What follows belongs to an exercise in optimizing a design on an open flow for small area; a production flow would make more cautious choices. At most, simulation tests tie the RTL to the original design; equivalence was not proved. Power figures rest on the tool's default switching activity, not on a simulated workload.

==> harbor <==
==> flow/design.v <==
module ALU_STAGE (
  input clock_in,
  input [31:0] a_in,
  input [31:0] b_in,
  input [3:0] uop_in,
  output [31:0] result_out
);
reg [31:0] a_q;
reg [31:0] b_q;
reg [3:0] uop_q;
reg [31:0] result_q;
wire [31:0] alu_result;
ALU #(.DATA_WIDTH(32)) alu0 (
  .a_data_in(a_q),
  .b_data_in(b_q),
  .uop_in(uop_q),
  .result_out(alu_result)
);
always @(posedge clock_in) begin
  a_q <= a_in;
  b_q <= b_in;
  uop_q <= uop_in;
  result_q <= alu_result;
end
assign result_out = result_q;
endmodule

==> flow/flow/run.sh <==
#!/bin/bash
# Layout flow: the standard ORFS flow (standard.sh: synthesis through final
# layout, unchanged synthesis), with these changes made through ORFS's own
# variables and step hooks:
#  - ports are buffered with sky130_fd_sc_hd__buf_1 (buffer_ports -buffer_cell)
#    instead of the clock-delay buffer buffer_ports picks by itself;
#  - before floorplanning, flow/downsize.tcl removes the buffers synthesis
#    inserted and gives every combinational cell its smallest drive strength,
#    so that timing repair upsizes only where needed (with GPL_TIMING_DRIVEN 0
#    global placement does not remove those buffers itself);
#  - clock tree built without dummy loads, from clkbuf_4 leaves and a clkbuf_8
#    root instead of clkbuf_16 (CTS_ARGS).
# Each step's full log is in orfs/logs/; make's own output is in standard.log.
set -euo pipefail
cd "$(dirname "$0")/.."
WORK=$PWD
export BUFFER_PORTS_ARGS="-buffer_cell sky130_fd_sc_hd__buf_1"
export PRE_FLOORPLAN_TCL="$WORK/flow/downsize.tcl"
export CTS_ARGS="-sink_clustering_enable -repair_clock_nets -dont_use_dummy_load -buf_list {sky130_fd_sc_hd__clkbuf_4 sky130_fd_sc_hd__clkbuf_8} -root_buf sky130_fd_sc_hd__clkbuf_8 -sink_clustering_buffer sky130_fd_sc_hd__clkbuf_4"
bash standard.sh > "$WORK/standard.log" 2>&1
==> flow/flow/downsize.tcl <==
# Remove the buffers synthesis inserted, then replace every combinational cell by the smallest-area cell of the same family
# (same function and pins, other drive strength), so that timing repair only
# upsizes where it must. Flip-flops keep their cells.
remove_buffers
set block [ord::get_db_block]
set db [ord::get_db]
set masters {}
foreach lib [$db getLibs] {
  foreach m [$lib getMasters] { dict set masters [$m getName] $m }
}
set n 0
foreach inst [$block getInsts] {
  set mname [[$inst getMaster] getName]
  if {![regexp {^(sky130_fd_sc_hd__[a-z0-9]+)_([0-9]+)$} $mname -> base drive]} { continue }
  if {[regexp {df|dl|sdf|edf|tap|fill|decap|conb|clkbuf|clkinv|clkdly|dlygate|dlymetal|buf_|lpflow|probe|diode} $base]} { continue }
  set best $mname
  set best_area [expr {[[$inst getMaster] getWidth] * [[$inst getMaster] getHeight]}]
  foreach d {0 1 2} {
    set cand "${base}_$d"
    if {$cand eq $mname || ![dict exists $masters $cand]} { continue }
    set lc [get_lib_cells -quiet */$cand]
    if {$lc eq ""} { continue }
    if {[get_property $lc dont_use]} { continue }
    set m [dict get $masters $cand]
    set a [expr {[$m getWidth] * [$m getHeight]}]
    if {$a < $best_area} { set best $cand; set best_area $a }
  }
  if {$best ne $mname} {
    replace_cell [get_cells [$inst getName]] [get_lib_cells */$best]
    incr n
  }
}
puts "downsize: replaced $n cells"
==> flow/standard.sh <==
#!/bin/bash
# synth_recipe.tcl (not shown) runs the flow's synth.tcl, then flattens the netlist and writes it again
# the make line also repeats each setting of config.mk as NAME=value (left out here)
make -C /OpenROAD-flow-scripts/flow DESIGN_CONFIG=/design/flow/config.mk WORK_HOME=/design/flow/orfs CLKGATE_MAP_FILE= SYNTH_SCRIPT=/design/flow/synth_recipe.tcl "${@:-finish}"
==> flow/config.mk <==
export PLATFORM = sky130hd
export DESIGN_NAME = ALU_STAGE
export DESIGN_NICKNAME = ALU_STAGE
export VERILOG_FILES = /design/flow/design.v
export SDC_FILE = /design/flow/constraint.sdc
export NUM_CORES = 4
export LEC_CHECK = 0
export CAP_MARGIN = 20
export CORE_MARGIN = 2
export CORE_UTILIZATION = 55
export GPL_TIMING_DRIVEN = 0
export PLACE_DENSITY = 0.65
export SLEW_MARGIN = 20
export SYNTH_HIERARCHICAL = 1
export SYNTH_MINIMUM_KEEP_SIZE = 0
==> flow/constraint.sdc <==
create_clock -name core_clock -period 4.0 [get_ports {clock_in}]
set_input_delay 0.8000 -clock core_clock [delete_from_list [all_inputs] [get_ports {clock_in}]]
set_output_delay 0.8000 -clock core_clock [all_outputs]
set_load 0.01 [all_outputs]
==> maple: changes against harbor <==
--- a/flow/design.v
+++ b/flow/design.v
@@ -27 +27,26 @@
 
+module ALU
+  #(parameter DATA_WIDTH = 32)(
+    input [DATA_WIDTH-1:0]  a_data_in,  
+    input [DATA_WIDTH-1:0]  b_data_in,  
+    input [3:0]             uop_in,
+    output reg [DATA_WIDTH-1:0] result_out
+);
+always@(*) begin
+  case(uop_in)
+    4'b0000: result_out = a_data_in + b_data_in;
+    4'b0001: result_out = a_data_in - b_data_in;
+    4'b0010: result_out = a_data_in|b_data_in;
+    4'b0011: result_out = a_data_in&b_data_in;
+    4'b0100: result_out = a_data_in^b_data_in;
+    4'b1000: result_out = a_data_in;
+    4'b1001: result_out = b_data_in;
+    4'b1010: result_out = ($signed(a_data_in)<$signed(b_data_in))?32'd1:32'd0;
+    4'b1011: result_out = (a_data_in<b_data_in)?32'd1:32'd0;
+    4'b1101: result_out = $signed(a_data_in) >>> b_data_in[4:0];
+    4'b1110: result_out = a_data_in >> b_data_in[4:0];
+    4'b1111: result_out = a_data_in << b_data_in[4:0];
+    default: result_out = 32'h00000000;
+  endcase
+end
+endmodule
==> flow/run.sh (new file) <==
#!/bin/bash
# synth_recipe.tcl (not shown) runs the flow's synth.tcl, then flattens the netlist and writes it again
# the make line also repeats each setting of config.mk as NAME=value (left out here)
make -C /OpenROAD-flow-scripts/flow DESIGN_CONFIG=/design/flow/config.mk WORK_HOME=/design/flow/orfs CLKGATE_MAP_FILE= SYNTH_SCRIPT=/design/flow/synth_recipe.tcl finish
- CORE_UTILIZATION: 55 -> 40
- GPL_TIMING_DRIVEN: 0 -> default
- PLACE_DENSITY: 0.65 -> default
- SYNTH_HIERARCHICAL: 1 -> default
- SYNTH_MINIMUM_KEEP_SIZE: 0 -> default
removed: flow/flow/run.sh
removed: flow/flow/downsize.tcl
removed: flow/standard.sh
==> flow_summary.ini <==
[synthesis]
synth_top_family_by_area = compound AO/OA/AOI/OAI gates
yosysWarningCount = 2
synth_xor_area_frac = 0.00324

[status]
status = no timing/DRC/antenna violations

[setup_path]
critPathLaunchType = flop

[cells_and_area]
synthToLayoutAreaGrowth_pct = 16.6
clkCellAreaFrac = 0.0225

[pwr]
pwr.group.clock_mw = 0.899

[clocking]
cts_made_buffers = 9
(the above is from maple)
==> flow_summary.ini <==
[status]
status = stopped before the end
failed_stage = Yosys front end
error_line = ERROR: Module `\ALU' referenced in module `\ALU_STAGE' in cell `\alu0' is not part of the design.

[synthesis]
yosysWarningCount = 0
(the above is from harbor)
Function not checked in harbor: the RTL went through the layout flow alone.

---

==> 05-09 <==
Another version of the RTL of ALU_STAGE (not shown whole).
// ALU_STAGE
module ALU_STAGE (
  input clock_in,
  input [31:0] a_in,
  input [31:0] b_in,
  input [3:0] uop_in,
  output [31:0] result_out
);
Settings: LEC_CHECK=0, ABC_AREA=1, CAP_MARGIN=20, CORE_MARGIN=2, CORE_UTILIZATION=65, SLEW_MARGIN=20; clock period 4.0 ns.
run.sh (not shown) runs the stock make flow with config.mk's settings and CLKGATE_MAP_FILE= SYNTH_SCRIPT=/design/flow/synth_recipe.tcl, a recipe that flattens the netlist after the stock synthesis.
==> 03-20 (differences from 05-09) <==
--- a/flow/design.v
+++ b/flow/design.v
@@ -116,126 +116,92 @@
 wire gg15_0 = ga[30];
 wire gg15_1 = ga[31] | (p[31] & gg15_0);
 wire GG15 = gg15_1;
 wire PP15 = &p[31:30];
 wire GGm1 = c[0];
 wire xg1 = (GG0 | (PP0 & c[0]));
 wire xp1 = (PP0 & 1'b0);
-wire xg2 = (GG2 | (PP2 & GG1));
-wire xp2 = (PP2 & PP1);
-wire xg3 = (GG4 | (PP4 & GG3));
-wire xp3 = (PP4 & PP3);
-wire xg4 = (GG6 | (PP6 & GG5));
-wire xp4 = (PP6 & PP5);
-wire xg5 = (GG8 | (PP8 & GG7));
-wire xp5 = (PP8 & PP7);
-wire xg6 = (GG10 | (PP10 & GG9));
-wire xp6 = (PP10 & PP9);
-wire xg7 = (GG12 | (PP12 & GG11));
-wire xp7 = (PP12 & PP11);
-wire xg8 = (GG14 | (PP14 & GG13));
-wire xp8 = (PP14 & PP13);
-wire xg9 = (GG1 | (PP1 & xg1));
-wire xp9 = (PP1 & xp1);
-wire xg10 = (xg2 | (xp2 & xg1));
-wire xp10 = (xp2 & xp1);
-wire xg11 = (GG5 | (PP5 & xg3));
-wire xp11 = (PP5 & xp3);
-wire xg12 = (xg4 | (xp4 & xg3));
-wire xp12 = (xp4 & xp3);
-wire xg13 = (GG9 | (PP9 & xg5));
-wire xp13 = (PP9 & xp5);
-wire xg14 = (xg6 | (xp6 & xg5));
-wire xp14 = (xp6 & xp5);
-wire xg15 = (GG13 | (PP13 & xg7));
-wire xp15 = (PP13 & xp7);
-wire xg16 = (xg8 | (xp8 & xg7));
-wire xp16 = (xp8 & xp7);
-wire xg17 = (GG3 | (PP3 & xg10));
-wire xp17 = (PP3 & xp10);
-wire xg18 = (xg3 | (xp3 & xg10));
-wire xp18 = (xp3 & xp10);
-wire xg19 = (xg11 | (xp11 & xg10));
-wire xp19 = (xp11 & xp10);
-wire xg20 = (xg12 | (xp12 & xg10));
-wire xp20 = (xp12 & xp10);
-wire xg21 = (GG11 | (PP11 & xg14));
-wire xp21 = (PP11 & xp14);
-wire xg22 = (xg7 | (xp7 & xg14));
-wire xp22 = (xp7 & xp14);
-wire xg23 = (xg15 | (xp15 & xg14));
-wire xp23 = (xp15 & xp14);
-wire xg24 = (xg16 | (xp16 & xg14));
-wire xp24 = (xp16 & xp14);
-wire xg25 = (GG7 | (PP7 & xg20));
-wire xp25 = (PP7 & xp20);
-wire xg26 = (xg5 | (xp5 & xg20));
-wire xp26 = (xp5 & xp20);
-wire xg27 = (xg13 | (xp13 & xg20));
-wire xp27 = (xp13 & xp20);
-wire xg28 = (xg14 | (xp14 & xg20));
-wire xp28 = (xp14 & xp20);
-wire xg29 = (xg21 | (xp21 & xg20));
-wire xp29 = (xp21 & xp20);
-wire xg30 = (xg22 | (xp22 & xg20));
-wire xp30 = (xp22 & xp20);
-wire xg31 = (xg23 | (xp23 & xg20));
-wire xp31 = (xp23 & xp20);
-wire xg32 = (xg24 | (xp24 & xg20));
-wire xp32 = (xp24 & xp20);
-wire xg33 = (GG15 | (PP15 & xg32));
-wire xp33 = (PP15 & xp32);
+wire xg2 = (GG1 | (PP1 & xg1));
+wire xp2 = (PP1 & xp1);
+wire xg3 = (GG2 | (PP2 & xg2));
+wire xp3 = (PP2 & xp2);
+wire xg4 = (GG3 | (PP3 & xg3));
+wire xp4 = (PP3 & xp3);
+wire xg5 = (GG4 | (PP4 & xg4));
+wire xp5 = (PP4 & xp4);
+wire xg6 = (GG5 | (PP5 & xg5));
+wire xp6 = (PP5 & xp5);
+wire xg7 = (GG6 | (PP6 & xg6));
+wire xp7 = (PP6 & xp6);
+wire xg8 = (GG7 | (PP7 & xg7));
+wire xp8 = (PP7 & xp7);
+wire xg9 = (GG8 | (PP8 & xg8));
+wire xp9 = (PP8 & xp8);
+wire xg10 = (GG9 | (PP9 & xg9));
+wire xp10 = (PP9 & xp9);
+wire xg11 = (GG10 | (PP10 & xg10));
+wire xp11 = (PP10 & xp10);
+wire xg12 = (GG11 | (PP11 & xg11));
+wire xp12 = (PP11 & xp11);
+wire xg13 = (GG12 | (PP12 & xg12));
+wire xp13 = (PP12 & xp12);
+wire xg14 = (GG13 | (PP13 & xg13));
+wire xp14 = (PP13 & xp13);
+wire xg15 = (GG14 | (PP14 & xg14));
+wire xp15 = (PP14 & xp14);
+wire xg16 = (GG15 | (PP15 & xg15));
+wire xp16 = (PP15 & xp15);
 wire C0 = c[0];
 assign c[1] = ga[0] | (p[0] & c[0]);
 wire C1 = xg1;
 assign c[2] = C1;
 assign c[3] = ga[2] | (p[2] & c[2]);
-wire C2 = xg9;
+wire C2 = xg2;
 assign c[4] = C2;
 assign c[5] = ga[4] | (p[4] & c[4]);
-wire C3 = xg10;
+wire C3 = xg3;
 assign c[6] = C3;
 assign c[7] = ga[6] | (p[6] & c[6]);
-wire C4 = xg17;
+wire C4 = xg4;
 assign c[8] = C4;
 assign c[9] = ga[8] | (p[8] & c[8]);
-wire C5 = xg18;
+wire C5 = xg5;
 assign c[10] = C5;
 assign c[11] = ga[10] | (p[10] & c[10]);
-wire C6 = xg19;
+wire C6 = xg6;
 assign c[12] = C6;
 assign c[13] = ga[12] | (p[12] & c[12]);
-wire C7 = xg20;
+wire C7 = xg7;
 assign c[14] = C7;
 assign c[15] = ga[14] | (p[14] & c[14]);
-wire C8 = xg25;
+wire C8 = xg8;
 assign c[16] = C8;
 assign c[17] = ga[16] | (p[16] & c[16]);
-wire C9 = xg26;
+wire C9 = xg9;
 assign c[18] = C9;
 assign c[19] = ga[18] | (p[18] & c[18]);
-wire C10 = xg27;
+wire C10 = xg10;
 assign c[20] = C10;
 assign c[21] = ga[20] | (p[20] & c[20]);
-wire C11 = xg28;
+wire C11 = xg11;
 assign c[22] = C11;
 assign c[23] = ga[22] | (p[22] & c[22]);
-wire C12 = xg29;
+wire C12 = xg12;
 assign c[24] = C12;
 assign c[25] = ga[24] | (p[24] & c[24]);
-wire C13 = xg30;
+wire C13 = xg13;
 assign c[26] = C13;
 assign c[27] = ga[26] | (p[26] & c[26]);
-wire C14 = xg31;
+wire C14 = xg14;
 assign c[28] = C14;
 assign c[29] = ga[28] | (p[28] & c[28]);
-wire C15 = xg32;
+wire C15 = xg15;
 assign c[30] = C15;
 assign c[31] = ga[30] | (p[30] & c[30]);
-assign c[32] = xg33;
+assign c[32] = xg16;
 wire [31:0] ca = c[31:0];
 wire ltu = ~c[32];
 wire lts = ~c[32] ^ a[31] ^ b[31];
 wire [31:0] l0 = a;
 wire [31:0] l1;
 assign l1[0] = sa[0] ? (lft ? 1'b0 : l0[1]) : l0[0];
 assign l1[1] = sa[0] ? (lft ? l0[0] : l0[2]) : l0[1];
==> flow/flow/run.sh (new file) <==
#!/bin/bash
# Layout flow: the standard ORFS flow (standard.sh: synthesis through final
# layout, unchanged synthesis), with these changes made through ORFS's own
# variables and step hooks:
#  - ports are buffered with sky130_fd_sc_hd__buf_1 (buffer_ports -buffer_cell)
#    instead of the clock-delay buffer buffer_ports picks by itself;
#  - before floorplanning, flow/downsize.tcl gives every combinational cell
#    its smallest drive strength, so that timing repair upsizes only where needed;
#  - clock tree built without dummy loads (CTS_ARGS);
#  - power recovery after global routing (RECOVER_POWER).
# Each step's full log is in orfs/logs/; make's own output is in standard.log.
set -euo pipefail
cd "$(dirname "$0")/.."
WORK=$PWD
export BUFFER_PORTS_ARGS="-buffer_cell sky130_fd_sc_hd__buf_1"
export PRE_FLOORPLAN_TCL="$WORK/flow/downsize.tcl"
export CTS_ARGS="-sink_clustering_enable -repair_clock_nets -dont_use_dummy_load"
export RECOVER_POWER=100
bash standard.sh > "$WORK/standard.log" 2>&1
==> flow/flow/downsize.tcl (new file) <==
# Replace every combinational cell by the smallest-area cell of the same family
# (same function and pins, other drive strength), so that timing repair only
# upsizes where it must. Flip-flops keep their cells.
set block [ord::get_db_block]
set db [ord::get_db]
set masters {}
foreach lib [$db getLibs] {
  foreach m [$lib getMasters] { dict set masters [$m getName] $m }
}
set n 0
foreach inst [$block getInsts] {
  set mname [[$inst getMaster] getName]
  if {![regexp {^(sky130_fd_sc_hd__[a-z0-9]+)_([0-9]+)$} $mname -> base drive]} { continue }
  if {[regexp {df|dl|sdf|edf|tap|fill|decap|conb|clkbuf|clkinv|clkdly|dlygate|dlymetal|buf_|lpflow|probe|diode} $base]} { continue }
  set best $mname
  set best_area [expr {[[$inst getMaster] getWidth] * [[$inst getMaster] getHeight]}]
  foreach d {0 1 2} {
    set cand "${base}_$d"
    if {$cand eq $mname || ![dict exists $masters $cand]} { continue }
    set lc [get_lib_cells -quiet */$cand]
    if {$lc eq ""} { continue }
    if {[get_property $lc dont_use]} { continue }
    set m [dict get $masters $cand]
    set a [expr {[$m getWidth] * [$m getHeight]}]
    if {$a < $best_area} { set best $cand; set best_area $a }
  }
  if {$best ne $mname} {
    replace_cell [get_cells [$inst getName]] [get_lib_cells */$best]
    incr n
  }
}
puts "downsize: replaced $n cells"
==> flow/standard.sh (new file) <==
#!/bin/bash
# synth_recipe.tcl (not shown) runs the flow's synth.tcl, then flattens the netlist and writes it again
# the make line also repeats each setting of config.mk as NAME=value (left out here)
make -C /OpenROAD-flow-scripts/flow DESIGN_CONFIG=/design/flow/config.mk WORK_HOME=/design/flow/orfs CLKGATE_MAP_FILE= SYNTH_SCRIPT=/design/flow/synth_recipe.tcl "${@:-finish}"
Settings changed: CORE_UTILIZATION 65 to 40.
removed: flow/run.sh
==> notes <==
Against 05-09, the power of 03-20 is lower by 11%.
Flip-flop and latch count is the same in 03-20 and 05-09.
Of 03-20 and 05-09, 03-20 has the higher clock skew (gap 0.0012 ns).
Against 05-09, the maximum frequency of 03-20 is lower by 4.2%.
Between 03-20 and 05-09, the lower routed wire length is in 03-20 (gap about 6%, measured against 05-09).
Between 03-20 and 05-09, the lower via count is in 03-20 (gap 13%, measured against 05-09).
Between 03-20 and 05-09, the lower worst setup slack is in 03-20 (gap 0.16 ns).
In 05-09 the die area is smaller than in 03-20, by 32%.
==> figures <==
| metric | 03-20 | 05-09 |
|---|---|---|
| Result of the run | finished clean | finished clean |
| Highest achievable clock rate | 259 MHz | 270 MHz |
| Number of violations reported at the end of detailed-routing iteration 0 | 873 | 1342 |
| Nets | 1304 | 1441 |
| Actual slew at the worst max-slew pin | 0.970 ns | 1.03 ns |
| Post-layout utilization of the core | 0.485 | 0.788 |
| Switching Share | 0.345 | 0.357 |
| Pin count of the biggest net entering global routing | 76 | 43 |
| Cell Area, Placed | 0.00796 mm^2 | 0.00880 mm^2 |
| Power drawn by the clock network | 722 uW | 936 uW |
| Min Tclk post-route | 3.86 ns | 3.70 ns |
| Crit path max fanout | 4 | 28 |
| Delay contributed by the slowest stage of the critical path | 0.37 ns | 0.48 ns |
| Vertical extent of the die | 137 um | 113 um |
| Combinational cell fraction of total power | 0.319 | 0.323 |
| Crit path top cell by count | sky130_fd_sc_hd__nand2_2 | sky130_fd_sc_hd__nand2_1 |
| Inverters excl. clock | 139 | 99 |

==> re-timing with driven ports <==
How much do the figures lean on ideal ports? The routed layouts below were timed once more, with nothing changed but the port constraints. Step 1 sets driving cells, clkbuf_16 on the clock port and buf_2 on the other inputs (assumed; they add their load-dependent delay and slew). Step 2 times the ports against the registers' clock, not the clock port: input delays grow and output delays shrink by t, the midpoint of the rising clock arrivals with the driver on. a / b / c = no drivers / after step 1 / after step 2; a / b = the first two.
run	t (ns)	slack for setup (ns)	worst setup path at the end	worst register clock-pin slew, ns
maple	0.423	0.390 / 0.390 / 0.390	register to register	0.08 / 0.08
05-09	0.407	0.301 / 0.301 / 0.301	register to register	0.08 / 0.08
03-20	0.393	0.139 / 0.139 / 0.139	register to register	0.07 / 0.07
After both steps setup and hold are still met in every run listed.
